Source: an optimization exercise on an open RTL-to-GDS flow (aim: small area and a short achievable clock period). Production flows keep margins and buffers that such runs may drop.
Function was checked by simulation only, so behaviour that the tests miss may differ from the original.
Power and IR drop assume default switching activity.

<file path="design/flow/config.mk">
export PLATFORM = sky130hd
export DESIGN_NAME = cpu
export DESIGN_NICKNAME = cpu
export VERILOG_FILES = /design/flow/design.v
export SDC_FILE = /design/flow/constraint.sdc
export NUM_CORES = 4
export LEC_CHECK = 0
export CAP_MARGIN = 20
export CORE_MARGIN = 2
export CORE_UTILIZATION = 60
export CTS_CLUSTER_DIAMETER = 80
export CTS_CLUSTER_SIZE = 20
export SETUP_SLACK_MARGIN = 2.6
export SLEW_MARGIN = 20
export SYNTH_HIERARCHICAL = 1
export SYNTH_MINIMUM_KEEP_SIZE = 0
</file>
<file path="design/flow/constraint.sdc">
create_clock -name core_clock -period 5.0 [get_ports {clk}]
set_input_delay 1.0000 -clock core_clock [delete_from_list [all_inputs] [get_ports {clk}]]
set_output_delay 1.0000 -clock core_clock [all_outputs]
set_load 0.01 [all_outputs]
</file>
<file path="design/flow/design.v">
`timescale 1ns / 1ps
module cm_a22oi(input a1, a2, b1, b2, output y);
    assign y = ~((a1 & a2) | (b1 & b2));
endmodule
module cm_a222oi(input a1, a2, b1, b2, c1, c2, output y);
    assign y = ~((a1 & a2) | (b1 & b2) | (c1 & c2));
endmodule
module cm_nand4(input a, b, c, d, output y);
    assign y = ~(a & b & c & d);
endmodule
module cm_nand3(input a, b, c, output y);
    assign y = ~(a & b & c);
endmodule
module cm_nor3(input a, b, c, output y);
    assign y = ~(a | b | c);
endmodule
module cm_xor2(input a, b, output y);
    assign y = a ^ b;
endmodule
module cm_o22ai(input a1, a2, b1, b2, output y);
    assign y = ~((a1 | a2) & (b1 | b2));
endmodule
module cm_nand2b(input a_n, b, output y);
    assign y = ~(~a_n & b);
endmodule
module cm_nand2(input a, b, output y);
    assign y = ~(a & b);
endmodule
module cm_nor2(input a, b, output y);
    assign y = ~(a | b);
endmodule
module cm_mux2i(input a0, a1, s, output y);
    assign y = ~(s ? a1 : a0);
endmodule
module cm_inv(input a, output y);
    assign y = ~a;
endmodule
module cm_a21oi(input a1, a2, b1, output y);
    assign y = ~((a1 & a2) | b1);
endmodule
module cm_o21ai(input a1, a2, b1, output y);
    assign y = ~((a1 | a2) & b1);
endmodule
`timescale 1ns / 1ps
module ks_carry(input [31:0] gn, input [31:0] tn, input cin, output [31:0] c);
    wire [31:0] g0, t0;      
    wire [31:0] g1, t1;      
    wire [31:0] g2, t2;      
    wire [31:0] g3, t3;      
    wire [31:0] g4, t4;      
    wire [31:0] g5;          
    assign g0 = {gn[30:0], ~cin};
    assign t0 = {tn[30:0], 1'b1};
    genvar i;
    generate for (i = 0; i < 32; i = i + 1) begin : g_ks
        if (i >= 1) begin : l1
            cm_o21ai ug(.a1(t0[i]), .a2(g0[i-1]), .b1(g0[i]), .y(g1[i]));
            cm_nor2  ut(.a(t0[i]), .b(t0[i-1]), .y(t1[i]));
        end else begin : k1
            cm_inv   ug(.a(g0[i]), .y(g1[i]));
            assign t1[i] = 1'b0;
        end
        if (i >= 2) begin : l2
            cm_a21oi ug(.a1(t1[i]), .a2(g1[i-2]), .b1(g1[i]), .y(g2[i]));
            cm_nand2 ut(.a(t1[i]), .b(t1[i-2]), .y(t2[i]));
        end else begin : k2
            cm_inv   ug(.a(g1[i]), .y(g2[i]));
            assign t2[i] = 1'b1;
        end
        if (i >= 4) begin : l3
            cm_o21ai ug(.a1(t2[i]), .a2(g2[i-4]), .b1(g2[i]), .y(g3[i]));
            cm_nor2  ut(.a(t2[i]), .b(t2[i-4]), .y(t3[i]));
        end else begin : k3
            cm_inv   ug(.a(g2[i]), .y(g3[i]));
            assign t3[i] = 1'b0;
        end
        if (i >= 8) begin : l4
            cm_a21oi ug(.a1(t3[i]), .a2(g3[i-8]), .b1(g3[i]), .y(g4[i]));
            cm_nand2 ut(.a(t3[i]), .b(t3[i-8]), .y(t4[i]));
        end else begin : k4
            cm_inv   ug(.a(g3[i]), .y(g4[i]));
            assign t4[i] = 1'b1;
        end
        if (i >= 16) begin : l5
            cm_o21ai ug(.a1(t4[i]), .a2(g4[i-16]), .b1(g4[i]), .y(g5[i]));
        end else begin : k5
            cm_inv   ug(.a(g4[i]), .y(g5[i]));
        end
    end endgenerate
    assign c = g5;
endmodule
`timescale 1ns / 1ps
module rf_or33(input [32:0] s, input [32:0] d, output [1:0] n);
    wire [10:0] l1;
    wire [3:0]  l2;
    genvar i;
    generate for (i = 0; i < 11; i = i + 1) begin : g_l1
        cm_a222oi u(.a1(s[3*i]), .a2(d[3*i]), .b1(s[3*i+1]), .b2(d[3*i+1]),
                    .c1(s[3*i+2]), .c2(d[3*i+2]), .y(l1[i]));
    end endgenerate
    cm_nand3 u_o0(.a(l1[0]), .b(l1[1]),  .c(l1[2]), .y(l2[0]));
    cm_nand3 u_o1(.a(l1[3]), .b(l1[4]),  .c(l1[5]), .y(l2[1]));
    cm_nand3 u_o2(.a(l1[6]), .b(l1[7]),  .c(l1[8]), .y(l2[2]));
    cm_nand2 u_o3(.a(l1[9]), .b(l1[10]),            .y(l2[3]));
    cm_nor2  u_n0(.a(l2[0]), .b(l2[1]), .y(n[0]));
    cm_nor2  u_n1(.a(l2[2]), .b(l2[3]), .y(n[1]));
endmodule
module rf_or32(input [31:0] s, input [31:0] d, output [1:0] n);
    wire [10:0] l1;
    wire [3:0]  l2;
    genvar i;
    generate for (i = 0; i < 10; i = i + 1) begin : g_l1
        cm_a222oi u(.a1(s[3*i]), .a2(d[3*i]), .b1(s[3*i+1]), .b2(d[3*i+1]),
                    .c1(s[3*i+2]), .c2(d[3*i+2]), .y(l1[i]));
    end endgenerate
    cm_a22oi u_l1x(.a1(s[30]), .a2(d[30]), .b1(s[31]), .b2(d[31]), .y(l1[10]));
    cm_nand3 u_o0(.a(l1[0]), .b(l1[1]),  .c(l1[2]), .y(l2[0]));
    cm_nand3 u_o1(.a(l1[3]), .b(l1[4]),  .c(l1[5]), .y(l2[1]));
    cm_nand3 u_o2(.a(l1[6]), .b(l1[7]),  .c(l1[8]), .y(l2[2]));
    cm_nand2 u_o3(.a(l1[9]), .b(l1[10]),            .y(l2[3]));
    cm_nor2  u_n0(.a(l2[0]), .b(l2[1]), .y(n[0]));
    cm_nor2  u_n1(.a(l2[2]), .b(l2[3]), .y(n[1]));
endmodule
`timescale 1ns / 1ps
module cpu(
    input rst_n, clk,
    input [31:0] imem_insn,
    output [31:0] imem_addr,
    output [31:0] trace_instruction, trace_rd_value,
    output [11:0] trace_imm,
    output [4:0] trace_rd, trace_rs1, trace_rs2
);
    reg [31:2] pc;
    always @(posedge clk) begin
        if (!rst_n) pc <= 30'd0;
        else pc <= pc + 30'd1;
    end
    assign imem_addr = {pc, 2'b00};
    reg [31:0] ir;
    always @(posedge clk) ir <= imem_insn;
    assign trace_instruction = ir;
    assign trace_imm = ir[31:20];
    reg [31:0] a_q, b_q;         
    reg [4:0]  sh_q;             
    reg        we_e;             
    reg [4:0]  rd_e;
    reg        sub_q, sra_q;
    reg [7:0]  sel_q;            
    reg [31:0] res_q;            
    reg [4:0]  rd_r;
    reg [31:0] rd_value_t;       
    reg [4:0]  rd_t, rs1_t, rs2_t;
    wire [31:0] alu_res;
    wire [4:0] rs1 = ir[19:15];
    wire [4:0] rs2 = ir[24:20];
    wire [4:0] rd  = ir[11:7];
    wire [2:0] f3  = ir[14:12];
    wire is_imm = (ir[6:0] == 7'b0010011);
    wire is_reg = (ir[6:0] == 7'b0110011);
    wire alt    = |ir[31:25];
    wire we_d   = (is_imm | is_reg) & (rd != 5'd0);
    wire [4:0] nrs1 = imem_insn[19:15];
    wire [4:0] nrs2 = imem_insn[24:20];
    wire nis_imm = (imem_insn[6:0] == 7'b0010011);
    wire fe1_n = we_d && (rd == nrs1);
    wire fr1_n = we_e && (rd_e == nrs1);
    wire fe2_n = we_d && (rd == nrs2) && !nis_imm;
    wire fr2_n = we_e && (rd_e == nrs2) && !nis_imm;
    reg  [31:1] dec1, dec2;
    reg  fe1, fe2, fr1, fr2, imm_q;
    always @(posedge clk) begin
        dec1  <= (fe1_n | fr1_n) ? 31'd0 : (32'd1 << nrs1 >> 1);
        dec2  <= (fe2_n | fr2_n | nis_imm) ? 31'd0 : (32'd1 << nrs2 >> 1);
        fe1   <= fe1_n;
        fe2   <= fe2_n;
        fr1   <= fr1_n & !fe1_n;
        fr2   <= fr2_n & !fe2_n;
        imm_q <= nis_imm;
    end
    reg [31:0] regs [1:31];
    wire [31:0] imm = {{20{ir[31]}}, ir[31:20]};
    wire [31:0] a_n0, a_n1, b_n0, b_n1;
    genvar gi;
    generate for (gi = 0; gi < 32; gi = gi + 1) begin : g_rd
        wire [31:0] col;
        wire [1:0]  na, nb;
        assign col[0] = res_q[gi];
        genvar r;
        for (r = 1; r < 32; r = r + 1) begin : g_col
            assign col[r] = regs[r][gi];
        end
        rf_or32 u_a(.s({dec1, fr1}), .d(col), .n(na));
        rf_or33 u_b(.s({imm_q, dec2, fr2}), .d({imm[gi], col}), .n(nb));
        assign a_n0[gi] = na[0];
        assign a_n1[gi] = na[1];
        assign b_n0[gi] = nb[0];
        assign b_n1[gi] = nb[1];
    end endgenerate
    wire sub_d = (is_reg && f3 == 3'b000 && alt) || f3 == 3'b010 || f3 == 3'b011;
    always @(posedge clk) begin
        we_e  <= we_d;
        rd_e  <= rd;
        sub_q <= sub_d;
        sra_q <= alt;
        sel_q <= 8'd1 << f3;
        rs1_t <= rs1;
        rs2_t <= rs2;
    end
    wire [31:0] a  = a_q;
    wire [31:0] bx = b_q;        
    wire [31:0] c;
    wire [31:0] gn, tn;
    generate for (gi = 0; gi < 32; gi = gi + 1) begin : g_gt
        cm_nand2 u_g(.a(a[gi]), .b(bx[gi]), .y(gn[gi]));
        cm_nor2  u_t(.a(a[gi]), .b(bx[gi]), .y(tn[gi]));
    end endgenerate
    ks_carry u_ks(.gn(gn), .tn(tn), .cin(sub_q), .c(c));
    wire [31:0] p = a ^ bx;
    wire        fill = sra_q & a[31];
    wire [31:0] r0, r1, r2, r3, r4;      
    wire [31:0] q0, q1, q2, q3, q4;      
    wire [31:0] shv_n = r4, shl_n = q4;
    generate for (gi = 0; gi < 32; gi = gi + 1) begin : g_sh
        if (gi + 1 < 32) begin : r0m cm_mux2i u(.a0(a[gi]), .a1(a[gi+1]), .s(sh_q[0]), .y(r0[gi])); end
        else begin : r0f cm_mux2i u(.a0(a[gi]), .a1(fill), .s(sh_q[0]), .y(r0[gi])); end
        if (gi >= 1) begin : q0m cm_mux2i u(.a0(a[gi]), .a1(a[gi-1]), .s(sh_q[0]), .y(q0[gi])); end
        else begin : q0f assign q0[gi] = ~(~sh_q[0] & a[gi]); end
        if (gi + 2 < 32) begin : r1m cm_mux2i u(.a0(r0[gi]), .a1(r0[gi+2]), .s(sh_q[1]), .y(r1[gi])); end
        else begin : r1f cm_mux2i u(.a0(r0[gi]), .a1(fill_n), .s(sh_q[1]), .y(r1[gi])); end
        if (gi >= 2) begin : q1m cm_mux2i u(.a0(q0[gi]), .a1(q0[gi-2]), .s(sh_q[1]), .y(q1[gi])); end
        else begin : q1f assign q1[gi] = ~(sh_q[1] | q0[gi]); end
        if (gi + 4 < 32) begin : r2m cm_mux2i u(.a0(r1[gi]), .a1(r1[gi+4]), .s(sh_q[2]), .y(r2[gi])); end
        else begin : r2f cm_mux2i u(.a0(r1[gi]), .a1(fill), .s(sh_q[2]), .y(r2[gi])); end
        if (gi >= 4) begin : q2m cm_mux2i u(.a0(q1[gi]), .a1(q1[gi-4]), .s(sh_q[2]), .y(q2[gi])); end
        else begin : q2f assign q2[gi] = ~(~sh_q[2] & q1[gi]); end
        if (gi + 8 < 32) begin : r3m cm_mux2i u(.a0(r2[gi]), .a1(r2[gi+8]), .s(sh_q[3]), .y(r3[gi])); end
        else begin : r3f cm_mux2i u(.a0(r2[gi]), .a1(fill_n), .s(sh_q[3]), .y(r3[gi])); end
        if (gi >= 8) begin : q3m cm_mux2i u(.a0(q2[gi]), .a1(q2[gi-8]), .s(sh_q[3]), .y(q3[gi])); end
        else begin : q3f assign q3[gi] = ~(sh_q[3] | q2[gi]); end
        if (gi + 16 < 32) begin : r4m cm_mux2i u(.a0(r3[gi]), .a1(r3[gi+16]), .s(sh_q[4]), .y(r4[gi])); end
        else begin : r4f cm_mux2i u(.a0(r3[gi]), .a1(fill), .s(sh_q[4]), .y(r4[gi])); end
        if (gi >= 16) begin : q4m cm_mux2i u(.a0(q3[gi]), .a1(q3[gi-16]), .s(sh_q[4]), .y(q4[gi])); end
        else begin : q4f assign q4[gi] = ~(~sh_q[4] & q3[gi]); end
    end endgenerate
    wire fill_n = ~fill;
    wire [31:0] lg = ({32{sel_q[4]}} & (a ^ bx)) | ({32{sel_q[6]}} & (a | bx))
                   | ({32{sel_q[7]}} & (a & bx));
    wire [31:0] e0_n = ~(lg | ({32{sel_q[0]}} &  p));
    wire [31:0] e1_n = ~(lg | ({32{sel_q[0]}} & ~p));
    wire srl_n = ~sel_q[5];
    wire sll_n = ~sel_q[1];
    wire [31:0] m, s, res_n, res, fa_n, fb_n, a_d, bt;
    wire g31 = a[31] & bx[31];
    wire t31 = a[31] | bx[31];
    wire lt0 = (sel_q[2] & (p[31] | a[31]))  | (sel_q[3] & ~g31);
    wire lt1 = (sel_q[2] & (~p[31] & a[31])) | (sel_q[3] & ~t31);
    wire z0_n = ~(m[0] | lt0);
    wire z1_n = ~(m[0] | lt1);
    generate for (gi = 0; gi < 32; gi = gi + 1) begin : g_tail
        cm_mux2i u_m(.a0(e0_n[gi]), .a1(e1_n[gi]), .s(c[gi]), .y(m[gi]));
        cm_o22ai u_s(.a1(srl_n), .a2(shv_n[gi]), .b1(sll_n), .b2(shl_n[gi]), .y(s[gi]));
        if (gi == 0) begin : b0
            wire mc;
            cm_mux2i u_c(.a0(z0_n), .a1(z1_n), .s(c[31]), .y(mc));
            cm_nor2  u_r(.a(mc), .b(s[gi]), .y(res_n[gi]));
        end else begin : bn
            cm_nor2  u_r(.a(m[gi]), .b(s[gi]), .y(res_n[gi]));
        end
        assign res[gi] = ~res_n[gi];
        cm_nand2b u_fa(.a_n(res_n[gi]), .b(fe1), .y(fa_n[gi]));
        cm_nand2b u_fb(.a_n(res_n[gi]), .b(fe2), .y(fb_n[gi]));
        cm_nand3 u_a(.a(a_n0[gi]), .b(a_n1[gi]), .c(fa_n[gi]), .y(a_d[gi]));
        cm_nand3 u_b(.a(b_n0[gi]), .b(b_n1[gi]), .c(fb_n[gi]), .y(bt[gi]));
    end endgenerate
    assign alu_res = res;
    wire [31:0] b_d = bt ^ {32{sub_d}};
    wire [4:0] sh = bt[4:0];
    always @(posedge clk) begin
        a_q <= a_d;
        b_q <= b_d;
        sh_q <= sh;
    end
    reg [31:1] wen;
    integer ri;
    always @(posedge clk) begin
        res_q <= alu_res;
        rd_r  <= rd_e;
        wen   <= we_e ? (32'd1 << rd_e >> 1) : 31'd0;
    end
    always @(posedge clk) begin
        for (ri = 1; ri < 32; ri = ri + 1)
            if (wen[ri]) regs[ri] <= res_q;
        rd_t       <= rd_r;
        rd_value_t <= res_q;
    end
    assign trace_rd_value = rd_value_t;
    assign trace_rd  = rd_t;
    assign trace_rs1 = rs1_t;
    assign trace_rs2 = rs2_t;
endmodule
</file>
<file path="design/flow/run.sh">
#!/bin/bash
# synth_recipe.tcl (not shown) runs the flow's synth.tcl, then flattens the netlist and writes it again
# the make line also repeats each setting of config.mk as NAME=value (left out here)
make -C /OpenROAD-flow-scripts/flow DESIGN_CONFIG=/design/flow/config.mk WORK_HOME=/design/flow/orfs CLKGATE_MAP_FILE= SYNTH_SCRIPT=/design/flow/synth_recipe.tcl finish
</file>
==> results.tsv, run 1 <==
metric	value	unit
die_x	309	microns
multi_input_comb_area	19900	sq um
area_delta_synth_final	15.1	%
io_buffers	154	
clk-insertion-delay-late	0.70	ns
path_delay_family	multiplexers	
dieArea	95600	sq um
holdCritPathClass	reg2reg	
critPathSlowestCell	dfxtp_4	
routed_wl	204	mm
cts_root_buf	clkbuf_16	
drt-wirelength-per-cell	35.5	microns
htree_levels	3	
final_antenna_net_count	0	
dr.pass1.iters	12	
clock_sinks	1321	
min_period	2.70	ns
p_leak	22.6	nW
grt_start_max_net_pins	63	
grt_pass1_wl	286	mm
cts_made_buffers	78	
synth_warnings	8	
drv_cap	0	
synth_area	55900	sq um
cts_tree	built	
nFillCells	6483	
grt_pass1_vias	41700	
initial_core_util	0.608	
post-route-drc-count	0	
peakVddDrop	0.000334	V
critical_path_class	reg2reg	
crit_path_start_kind	flop	
slowest_delay	0.47	ns
syn_avg_cell_area	13.8	sq um
final_cell_mix	992 x edfxtp_1, 672 x a222oi_1, 276 x nor2_1	
cp.required	5.58	ns
antenna_found_initial	3	
power_density	403	nW/um^2
via_per_inst	7.59	
clkSlewWorstSetupHoldPaths	0.09	ns
tns	0	ns
worstPathCellList	buf_6 -> buf_16 -> mux2i_4 -> mux2i_1 -> mux2i_1 -> mux2i_1 -> mux2i_1 -> o22ai_2 -> nor2_2 -> nand2b_4 -> nand3_4 -> xnor2_2	
fin_skew	0.0326	ns
ios	157	
finalSetupViolCount	0	
rsz0062_at_grt	true	
fp.dieH	309	microns
clock.fmax	371	MHz
rows	111	
crit_arrival	3.28	ns
seqCellArea	36600	sq um
slew_violations	0	
drt_iter0_markers	9699	
relSlewSlack	0.185	
hold_violations	0	
crit_buf_inv	2	
synth_cells	4062	
track_usage	0.420	
cts.path.max_buffers	3	
setup.worst_path.end_class	flop	
fin_cells	5747	
core-area	91900	sq um
layout_commonest_cell	edfxtp_1	
gp_congestion	1.04	
num_vias	43600	
worst-path-max-fanout	8	
dp_cells	5521	
cp_common_cell	mux2i_1	
ctsHoldBuffers	0	
nets	4539	
worst-slew-pin-transition	1.22	ns
dp_hpwl	120	mm
overflow	0	
drive_gt1_frac	0.169	
status	complete, no violations	
period_share	0.539	
## registers in the layout, indices dropped and copies added, names as in the netlist, 8 cells and up
| register | flops |
|---|---|
| regs | 992 |
| res_q | 32 |
| pc | 30 |
| dec1 | 31 |
| ir | 32 |
| b_q | 32 |
| dec2 | 31 |
| a_q | 32 |
| wen | 31 |
| rd_value_t | 32 |
| sel_q | 8 |
## path summary, 6_finish.rpt
| path | startpoint | to | cells after the start | slack (ns) |
|---|---|---|---|---|
| setup / recovery | sh_q[0] | b_q[2] | 12 | 2.30 |
| hold / removal | rd_r[0] | rd_t[0] | 0 | 0.33 |
| setup reg to reg | sh_q[0] | b_q[2] | 12 | 2.30 |
| hold reg to reg | rd_r[0] | rd_t[0] | 0 | 0.33 |
## final cells by class
| cell class | instances | area share |
|---|---|---|
| Sequential cell | 1321 | 0.569 |
| Multi-Input combinational cell | 2499 | 0.309 |
| Timing Repair Buffer | 369 | 0.0520 |
| Clock buffer | 134 | 0.0343 |
| Tap cell | 1243 | 0.0242 |
| Inverter | 169 | 0.00991 |
| Clock inverter | 10 | 0.00177 |
| Timing Repair inverter | 1 | 0.0000778 |
| Antenna cell | 1 | 0.0000389 |
## metal layers
layer / track usage / up-vias / share of wire
met2: 0.613 / 3868 / 0.42
met5: 0.00455 / - / 0.00037
met4: 0.271 / 5 / 0.076
met3: 0.121 / 717 / 0.16
li1: - / 17900 / -
met1: 0.553 / 21100 / 0.34
## what timing repair did
item	in CTS	in global routing
setup endpoints to repair	279	119
resized for setup	429	143
setup buffers	64	12
gates cloned	5	0
pin swaps	55	50
## where the power goes
part / internal, mW / switching (mW) / leakage, nW / total, mW
logic: 1.98 / 3.53 / 9.68 / 5.51
registers: 13.1 / 0.719 / 11.8 / 13.8
clock network: 3.06 / 3.60 / 1.10 / 6.66
## worst reg2reg max path: cells and delay by family, from the launching register on
family                    cells  cell delay [ns]
muxes                         5             1.10
DFF                           1             0.47
and+or+nand+nor               3             0.44
buffers and inverters         2             0.30
xor gates and xnor gates      1             0.15
AOI/OAI and AO/OA             1             0.13
## metrics by stage
| step | hold slack (ns) | power (mW) | cell area (sq um) | worst slack, ns | util |
|---|---|---|---|---|---|
| final | 0.332 | 25.9 | 64400 | 2.30 | 0.700 |
| after floorplan | 0.310 | 16.4 | 55900 | 2.49 | - |
| after detailed placement | 0.315 | 18.5 | 59800 | 1.70 | 0.650 |
| after CTS | 0.334 | 25.5 | 63700 | 2.45 | 0.693 |
| after global routing | 0.338 | 26.7 | 64400 | 2.26 | 0.700 |
| after global placement | 0.314 | 18.5 | 59800 | 1.76 | 0.650 |
==> run 2: changes to the inputs <==
--- a/design/flow/config.mk
+++ b/design/flow/config.mk
@@ -10,7 +10,7 @@
 export CORE_UTILIZATION = 60
 export CTS_CLUSTER_DIAMETER = 80
 export CTS_CLUSTER_SIZE = 20
-export SETUP_SLACK_MARGIN = 2.6
+export SETUP_SLACK_MARGIN = 2.3
 export SLEW_MARGIN = 20
 export SYNTH_HIERARCHICAL = 1
 export SYNTH_MINIMUM_KEEP_SIZE = 0
==> results.tsv, run 2 <==
metric	value	unit
status	complete, no violations	
gp_congestion	1.01	
antenna_cells	0	
drt_iter0_markers	9136	
period_share	0.535	
timing.rr.start	sh_q[1]	
fin_skew	0.0333	ns
die_x	309	microns
hold_ws	0.332	ns
hold_violations	0	
worst-slew-pin-transition	1.23	ns
track_usage	0.409	
area_delta_synth_final	12.1	%
slowest_delay	0.58	ns
grt_pass1_vias	41400	
worstPathCellList	clkdlybuf4s50_1	
fp.dieH	309	microns
peakVddDrop	0.000324	V
num_vias	43100	
post-route-drc-count	0	
critPathLaunch	ir[25]	
worst-path-max-fanout	4	
core-area	91900	sq um
cp-endpoint	trace_imm[5]	
path_delay_family	buffers and inverters	
grt_start_max_net_pins	39	
finalSetupViolCount	0	
drive_gt1_frac	0.110	
p_leak	21.9	nW
synth_area	55900	sq um
synth_warnings	8	
fin_area	62700	sq um
cts_made_buffers	77	
crit_buf_inv	1	
initial_core_util	0.608	
setup.worst_path.end_class	output pin	
routed_wl	199	mm
rsz0062_at_grt	true	
drt-wirelength-per-cell	35.1	microns
r2r_cells	10	
clkSlewWorstSetupHoldPaths	0.08	ns
cp.required	4.00	ns
tns	0	ns
clock_sinks	1321	
drv_cap	0	
dieArea	95600	sq um
min_period	2.68	ns
cp.depth	1	
antenna_found_initial	0	
cts_root_buf	clkbuf_16	
relSlewSlack	0.181	
cts_tree	built	
rows	111	
critPathSlowestCell	clkdlybuf4s50_1	
worst_slack	2.32	ns
via_per_inst	7.57	
htree_levels	3	
top_register	regs	
holdCritPathClass	reg2reg	
crit_arrival	1.68	ns
nFillCells	6694	
overflow	0	
ff2ff_setup_slack	2.36	ns
power_density	401	nW/um^2
dpl_cell_area	59800	sq um
r2r-end	b_q[26]	
slew_violations	0	
final_cell_mix	992 x edfxtp_1, 672 x a222oi_1, 318 x mux2i_1	
syn_avg_cell_area	13.8	sq um
cts.path.max_buffers	3	
io_buffers	154	
dr.pass1.iters	13	
critical_path_class	reg2out	
largest_reg_flops	992	
ios	157	
nets	4481	
final_antenna_net_count	0	
dpl_worst_slack	1.55	ns
clock.fmax	374	MHz
dp_hpwl	118	mm
grt_pass1_wl	279	mm
synth_cells	4062	
layout_commonest_cell	edfxtp_1	
clk-insertion-delay-late	0.70	ns
crit_path_start_kind	flop	
[run 2: cell type report]
class                   count  area (sq um)  area share
flip-flops and latches   1321         36600       0.583
clock inverters             9          93.8     0.00150
inverters                 169           634      0.0101
well taps                1243          1560      0.0248
repair buffers            313          2900      0.0463
clock buffers             133          2180      0.0348
multi-input cells        2499         18700       0.299
[run 2: how the worst min path moves through the flow]
stage,start,to,slack (ns),depth (start not counted)
6_report,rd_r[4],rd_t[4],0.33,0
2_1_floorplan,rd_r[0],rd_t[0],0.31,0
5_1_grt,rd_r[4],rd_t[4],0.33,0
3_5_place_dp,rd_r[2],rd_t[2],0.32,0
3_3_place_gp,rd_r[3],rd_t[3],0.31,0
4_1_cts,rd_r[4],rd_t[4],0.34,0
[run 2: timing repair]
item                       in CTS  in global routing
pin swaps                       0                  9
setup endpoints to repair     149                 55
resized for setup              76                 67
gates cloned                    1                  0
buffers inserted                7                 10
hold buffers                    0                  0
[run 2: power by group]
group          leakage [nW]  switching (mW)  internal [mW]
Combinational          9.01            3.24           1.65
Clock                  1.08            3.55           3.02
Sequential             11.8           0.632           13.0
[run 2: routing by layer]
layer	vias to the layer above	GRT usage	routed length [microns]
met4	0	0.265	15000
met3	703	0.127	30300
met5	-	0.00455	0
met2	3769	0.601	85300
li1	17800	-	-
met1	20800	0.527	68900
[run 2: metrics by stage]
step	util	total power, mW	instances
5_1_grt	0.682	25.9	5687
3_3_place_gp	0.651	18.4	5527
2_1_floorplan	-	16.4	4063
3_5_place_dp	0.651	18.5	5527
6_report	0.682	25.1	5687
4_1_cts	0.679	24.9	5677
==> run 3: changes to the inputs <==
--- a/design/flow/config.mk
+++ b/design/flow/config.mk
@@ -10,7 +10,7 @@
 export CORE_UTILIZATION = 60
 export CTS_CLUSTER_DIAMETER = 80
 export CTS_CLUSTER_SIZE = 20
-export SETUP_SLACK_MARGIN = 2.3
+export SETUP_SLACK_MARGIN = 2.45
 export SLEW_MARGIN = 20
 export SYNTH_HIERARCHICAL = 1
 export SYNTH_MINIMUM_KEEP_SIZE = 0
==> results.tsv, run 3 <==
metric	value	unit
largest_reg_flops	992	
drv_cap	0	
track_usage	0.413	
peakVddDrop	0.000317	V
ff2ff_setup_slack	2.33	ns
routed_wl	202	mm
grt_start_max_net_pins	41	
worst-slew-pin-transition	1.25	ns
clock_sinks	1321	
nFillCells	6553	
relSlewSlack	0.167	
final_antenna_net_count	0	
crit_path_start_kind	flop	
hold_ws	0.334	ns
clock.fmax	374	MHz
grt_pass1_wl	281	mm
dieArea	95600	sq um
fp.dieH	309	microns
slowest_delay	0.39	ns
r2r-end	b_q[24]	
drt_iter0_markers	9392	
top_register	regs	
drt-wirelength-per-cell	35.4	microns
synth_warnings	8	
grt_pass1_vias	41600	
fin_skew	0.0370	ns
rows	111	
p_leak	22.3	nW
status	complete, no violations	
seqCellArea	36700	sq um
final_cell_mix	992 x edfxtp_1, 672 x a222oi_1, 284 x nor2_1	
ios	157	
min_period	2.67	ns
ctsHoldBuffers	0	
cp.required	5.55	ns
rsz0062_at_grt	true	
die_x	309	microns
finalSetupViolCount	0	
initial_core_util	0.608	
layout_commonest_cell	edfxtp_1	
tns	0	ns
dp_hpwl	118	mm
cp-endpoint	b_q[24]	
period_share	0.535	
nets	4508	
gp_congestion	1.02	
dpl_worst_slack	1.70	ns
multi_input_comb_area	19300	sq um
drive_gt1_frac	0.137	
hold_violations	0	
clk-insertion-delay-late	0.71	ns
core-area	91900	sq um
power_density	400	nW/um^2
area_delta_synth_final	13.7	%
io_buffers	154	
setup.worst_path.end_class	flop	
critPathSlowestCell	dfxtp_4	
cp_common_cell	mux2i_1	
cts_root_buf	clkbuf_16	
worstPathCellList	buf_8 -> buf_12 -> mux2i_2 -> mux2i_1 -> mux2i_1 -> mux2i_1 -> mux2i_1 -> o22ai_2 -> nor2_2 -> nand2b_4 -> nand3_4 -> xnor2_2	
cts.path.max_buffers	3	
r2r_cells	12	
synth_cells	4062	
clkSlewWorstSetupHoldPaths	0.08	ns
critical_path_class	reg2reg	
htree_levels	3	
num_vias	43700	
timing.rr.start	sh_q[0]	
worst_slack	2.33	ns
critPathLaunch	sh_q[0]	
syn_avg_cell_area	13.8	sq um
antenna_found_initial	3	
dr.pass1.iters	13	
slew_violations	0	
worst-path-max-fanout	6	
cts_made_buffers	76	
crit_arrival	3.22	ns
overflow	0	
via_per_inst	7.65	
holdCritPathClass	reg2reg	
synth_area	55900	sq um
post-route-drc-count	0	
cts_tree	built	
-- run 3: where the power goes --
part / total (mW) / internal (mW) / switching [mW]
clock network: 6.52 / 3.01 / 3.51
registers: 13.8 / 13.1 / 0.712
logic: 5.14 / 1.80 / 3.34
-- run 3: repair_timing --
action	CTS	global route
cloned	1	5
gates resized for setup	224	181
endpoints found under the hold margin	0	0
setup endpoints to repair	214	57
buffers inserted	17	26
pin swaps	1	59
-- run 3: worst min path at each step --
| stage | start | end | slack, ns | depth (start not counted) |
|---|---|---|---|---|
| floorplan | rd_r[0] | rd_t[0] | 0.31 | 0 |
| global placement | rd_r[0] | rd_t[0] | 0.31 | 0 |
| detailed placement | rd_r[0] | rd_t[0] | 0.32 | 0 |
| CTS | rd_r[3] | rd_t[3] | 0.34 | 0 |
| global route | rd_r[1] | rd_t[1] | 0.35 | 0 |
| finish | rd_r[3] | rd_t[3] | 0.33 | 0 |
-- run 3: layer usage --
metal  vias to the layer above  routed length [microns]  GRT usage
li1                      17900                        -          -
met1                     21100                    68500      0.536
met2                      3906                    86400      0.603
met3                       800                    31600      0.122
met4                         6                    15500      0.276
met5                         -                      191     0.0167
-- run 3: cell type report --
| type | instances | area share |
|---|---|---|
| well taps | 1243 | 0.0245 |
| repair inverters | 1 | 0.0000787 |
| multi-input cells | 2499 | 0.304 |
| inverters | 169 | 0.0101 |
| clock inverters | 6 | 0.00106 |
| diodes | 1 | 0.0000394 |
| flip-flops and latches | 1321 | 0.577 |
| clock buffers | 133 | 0.0345 |
| repair buffers | 340 | 0.0487 |
-- run 3: critical path, delay by kind of cell (launching register included) --
family / cells / cell delay [ns]
compound gates: 1 / 0.17
xor+xnor: 1 / 0.14
buf+inv: 2 / 0.29
flops: 1 / 0.39
mux: 5 / 1.04
simple gates: 3 / 0.47
-- run 3: metrics by stage --
step / utilization / instances / instance area (sq um) / power [mW]
5_1_grt: 0.691 / 5712 / 63600 / 26.1
3_5_place_dp: 0.651 / 5524 / 59800 / 18.5
6_report: 0.691 / 5713 / 63600 / 25.4
3_3_place_gp: 0.650 / 5523 / 59800 / 18.4
2_1_floorplan: - / 4063 / 55900 / 16.4
4_1_cts: 0.679 / 5681 / 62400 / 24.8
==> run 4: changes to the inputs <==
--- a/design/flow/design.v
+++ b/design/flow/design.v
@@ -223,26 +223,28 @@
     generate for (gi = 0; gi < 32; gi = gi + 1) begin : g_sh
         if (gi + 1 < 32) begin : r0m cm_mux2i u(.a0(a[gi]), .a1(a[gi+1]), .s(sh_q[0]), .y(r0[gi])); end
         else begin : r0f cm_mux2i u(.a0(a[gi]), .a1(fill), .s(sh_q[0]), .y(r0[gi])); end
-        if (gi >= 1) begin : q0m cm_mux2i u(.a0(a[gi]), .a1(a[gi-1]), .s(sh_q[0]), .y(q0[gi])); end
-        else begin : q0f assign q0[gi] = ~(~sh_q[0] & a[gi]); end
         if (gi + 2 < 32) begin : r1m cm_mux2i u(.a0(r0[gi]), .a1(r0[gi+2]), .s(sh_q[1]), .y(r1[gi])); end
         else begin : r1f cm_mux2i u(.a0(r0[gi]), .a1(fill_n), .s(sh_q[1]), .y(r1[gi])); end
-        if (gi >= 2) begin : q1m cm_mux2i u(.a0(q0[gi]), .a1(q0[gi-2]), .s(sh_q[1]), .y(q1[gi])); end
-        else begin : q1f assign q1[gi] = ~(sh_q[1] | q0[gi]); end
         if (gi + 4 < 32) begin : r2m cm_mux2i u(.a0(r1[gi]), .a1(r1[gi+4]), .s(sh_q[2]), .y(r2[gi])); end
         else begin : r2f cm_mux2i u(.a0(r1[gi]), .a1(fill), .s(sh_q[2]), .y(r2[gi])); end
-        if (gi >= 4) begin : q2m cm_mux2i u(.a0(q1[gi]), .a1(q1[gi-4]), .s(sh_q[2]), .y(q2[gi])); end
-        else begin : q2f assign q2[gi] = ~(~sh_q[2] & q1[gi]); end
         if (gi + 8 < 32) begin : r3m cm_mux2i u(.a0(r2[gi]), .a1(r2[gi+8]), .s(sh_q[3]), .y(r3[gi])); end
         else begin : r3f cm_mux2i u(.a0(r2[gi]), .a1(fill_n), .s(sh_q[3]), .y(r3[gi])); end
-        if (gi >= 8) begin : q3m cm_mux2i u(.a0(q2[gi]), .a1(q2[gi-8]), .s(sh_q[3]), .y(q3[gi])); end
-        else begin : q3f assign q3[gi] = ~(sh_q[3] | q2[gi]); end
         if (gi + 16 < 32) begin : r4m cm_mux2i u(.a0(r3[gi]), .a1(r3[gi+16]), .s(sh_q[4]), .y(r4[gi])); end
         else begin : r4f cm_mux2i u(.a0(r3[gi]), .a1(fill), .s(sh_q[4]), .y(r4[gi])); end
-        if (gi >= 16) begin : q4m cm_mux2i u(.a0(q3[gi]), .a1(q3[gi-16]), .s(sh_q[4]), .y(q4[gi])); end
-        else begin : q4f assign q4[gi] = ~(~sh_q[4] & q3[gi]); end
     end endgenerate
     wire fill_n = ~fill;
+    generate for (gi = 0; gi < 32; gi = gi + 1) begin : g_shl
+        if (gi >= 16) begin : q0m cm_mux2i u(.a0(a[gi]), .a1(a[gi-16]), .s(sh_q[4]), .y(q0[gi])); end
+        else begin : q0f assign q0[gi] = ~(~sh_q[4] & a[gi]); end
+        if (gi >= 8) begin : q1m cm_mux2i u(.a0(q0[gi]), .a1(q0[gi-8]), .s(sh_q[3]), .y(q1[gi])); end
+        else begin : q1f assign q1[gi] = ~(sh_q[3] | q0[gi]); end
+        if (gi >= 4) begin : q2m cm_mux2i u(.a0(q1[gi]), .a1(q1[gi-4]), .s(sh_q[2]), .y(q2[gi])); end
+        else begin : q2f assign q2[gi] = ~(~sh_q[2] & q1[gi]); end
+        if (gi >= 2) begin : q3m cm_mux2i u(.a0(q2[gi]), .a1(q2[gi-2]), .s(sh_q[1]), .y(q3[gi])); end
+        else begin : q3f assign q3[gi] = ~(sh_q[1] | q2[gi]); end
+        if (gi >= 1) begin : q4m cm_mux2i u(.a0(q3[gi]), .a1(q3[gi-1]), .s(sh_q[0]), .y(q4[gi])); end
+        else begin : q4f assign q4[gi] = ~(~sh_q[0] & q3[gi]); end
+    end endgenerate
     wire [31:0] lg = ({32{sel_q[4]}} & (a ^ bx)) | ({32{sel_q[6]}} & (a | bx))
                    | ({32{sel_q[7]}} & (a & bx));
     wire [31:0] e0_n = ~(lg | ({32{sel_q[0]}} &  p));
--- a/design/flow/config.mk
+++ b/design/flow/config.mk
@@ -10,7 +10,7 @@
 export CORE_UTILIZATION = 60
 export CTS_CLUSTER_DIAMETER = 80
 export CTS_CLUSTER_SIZE = 20
-export SETUP_SLACK_MARGIN = 2.45
+export SETUP_SLACK_MARGIN = 2.3
 export SLEW_MARGIN = 20
 export SYNTH_HIERARCHICAL = 1
 export SYNTH_MINIMUM_KEEP_SIZE = 0
==> results.tsv, run 4 <==
metric	value	unit
worstPathCellList	buf_4 -> mux2i_1 -> mux2i_1 -> mux2i_1 -> mux2i_1 -> mux2i_2 -> o22ai_1 -> nor2_2 -> nand2b_1 -> nand3_1 -> xnor2_1	
post-route-drc-count	0	
syn_avg_cell_area	13.8	sq um
crit_path_start_kind	flop	
ios	157	
nFillCells	6730	
drv_cap	0	
antenna_found_initial	3	
top_register	regs	
num_vias	43800	
overflow	0	
io_buffers	154	
p_leak	22.0	nW
largest_reg_flops	992	
routed_wl	209	mm
critPathSlowestCell	dfxtp_4	
final_cell_mix	992 x edfxtp_1, 672 x a222oi_1, 302 x mux2i_1	
clock.fmax	356	MHz
htree_levels	3	
cts_tree	built	
timing.rr.start	sh_q[4]	
crit_buf_inv	1	
power_density	407	nW/um^2
via_per_inst	7.69	
drt-wirelength-per-cell	36.7	microns
setup.worst_path.end_class	flop	
r2r_cells	11	
clkSlewWorstSetupHoldPaths	0.09	ns
grt_pass1_wl	290	mm
utilization	0.685	
drt_iter0_markers	9893	
status	complete, no violations	
slew_violations	0	
crit_arrival	3.38	ns
fin_skew	0.0425	ns
fin_cells	5703	
slowest_delay	0.43	ns
rsz0062_at_grt	true	
layout_commonest_cell	edfxtp_1	
area_delta_synth_final	12.8	%
min_period	2.81	ns
cts_made_buffers	77	
core-area	91900	sq um
worst-path-max-fanout	6	
synth_cells	4059	
dieArea	95600	sq um
gp_congestion	1.00	
ctsHoldBuffers	0	
initial_core_util	0.608	
path_delay_family	multiplexers	
dp_cells	5521	
cts_root_buf	clkbuf_16	
rows	111	
cp.required	5.57	ns
nets	4497	
cp_common_cell	mux2i_1	
worst-slew-pin-transition	1.28	ns
synth_area	55900	sq um
cts.path.max_buffers	3	
grt_start_max_net_pins	37	
r2r-end	b_q[21]	
tns	0	ns
synth_warnings	8	
drive_gt1_frac	0.125	
period_share	0.562	
peakVddDrop	0.000295	V
grt_pass1_vias	41800	
ff2ff_setup_slack	2.19	ns
holdPathEnd	rd_t[4]	
critical_path_class	reg2reg	
hold_violations	0	
whs_path_depth	0	
clock_sinks	1321	
track_usage	0.429	
final_antenna_net_count	0	
dp_hpwl	123	mm
relSlewSlack	0.149	
fp.dieH	309	microns
min_from	rd_r[4]	
dr.pass1.iters	14	
die_x	309	microns
clk-insertion-delay-late	0.71	ns
finalSetupViolCount	0	
holdCritPathClass	reg2reg	
## run 4: worst max-delay path by stage
stage	slack [ns]	end	cells after the start	start
floorplan	2.39	b_q[3]	9	sh_q[2]
global placement	1.55	b_q[2]	10	sh_q[0]
detailed placement	1.56	b_q[2]	10	sh_q[0]
CTS	2.30	trace_instruction[8]	1	ir[8]
global route	2.19	b_q[21]	11	sh_q[4]
finish	2.19	b_q[21]	11	sh_q[4]
## run 4: what timing repair did
| action | in CTS | in global routing |
|---|---|---|
| pin swaps | 0 | 9 |
| setup buffers | 15 | 25 |
| gates resized for setup | 112 | 92 |
| endpoints found under the setup margin | 143 | 69 |
## run 4: layout make-up
cell class | instances | area (sq um) | area share
Antenna cell | 1 | 2.50 | 0.0000397
Clock buffer | 130 | 2150 | 0.0341
Clock inverter | 11 | 183 | 0.00290
Inverter | 171 | 642 | 0.0102
Multi-Input combinational cell | 2493 | 18800 | 0.299
Sequential cell | 1321 | 36600 | 0.581
Tap cell | 1243 | 1560 | 0.0247
Timing Repair Buffer | 333 | 3060 | 0.0486
## run 4: metrics by stage
step,setup WS [ns],area (sq um),power (mW),hold WS (ns)
2_1_floorplan,2.39,55900,16.4,0.310
3_3_place_gp,1.55,59800,18.6,0.312
3_5_place_dp,1.56,59800,18.7,0.316
4_1_cts,2.30,62500,25.3,0.333
5_1_grt,2.19,63000,26.3,0.334
6_report,2.19,63000,25.7,0.328
## run 4: routing by layer
metal  GRT usage  vias up  share of wire
li1            -    17800              -
met1       0.560    21100           0.34
met2       0.612     4053           0.41
met3       0.143      796           0.16
met4       0.284        4          0.080
met5           0        -        0.00013
## run 4: where the power goes
group          switching [mW]  internal, mW
Sequential              0.532          13.1
Clock                    3.65          3.01
Combinational            3.71          1.71

[static timing again, ports no longer ideal]
In the flow no input, the clock included, has a driving cell. The finished layouts below were timed again as built, in two steps. Step 1, drivers: a clkbuf_16 drives clk and a buf_2 each remaining input, both assumed. Step 2 times the ports against the registers' clock, not the clock port: input delays grow and output delays shrink by t, the midpoint of the rising clock arrivals with the driver on. Three values: ideal ports, drivers, drivers and shift; two values: the first two.
run | shift t [ns] | setup WS [ns] | worst data-port slew with drivers (ns)
run 1 | 0.753 | 2.303 / 2.303 / 1.999 | 0.13
run 2 | 0.762 | 2.324 / 2.246 / 1.866 | 0.04
run 3 | 0.764 | 2.327 / 2.327 / 1.944 | 0.04
run 4 | 0.768 | 2.192 / 2.192 / 1.956 | 0.04
After both steps setup and hold are still met in every run listed. The setup slack of run 2, which loses most, moves by -0.078 ns with the drivers and by -0.458 ns with both steps.
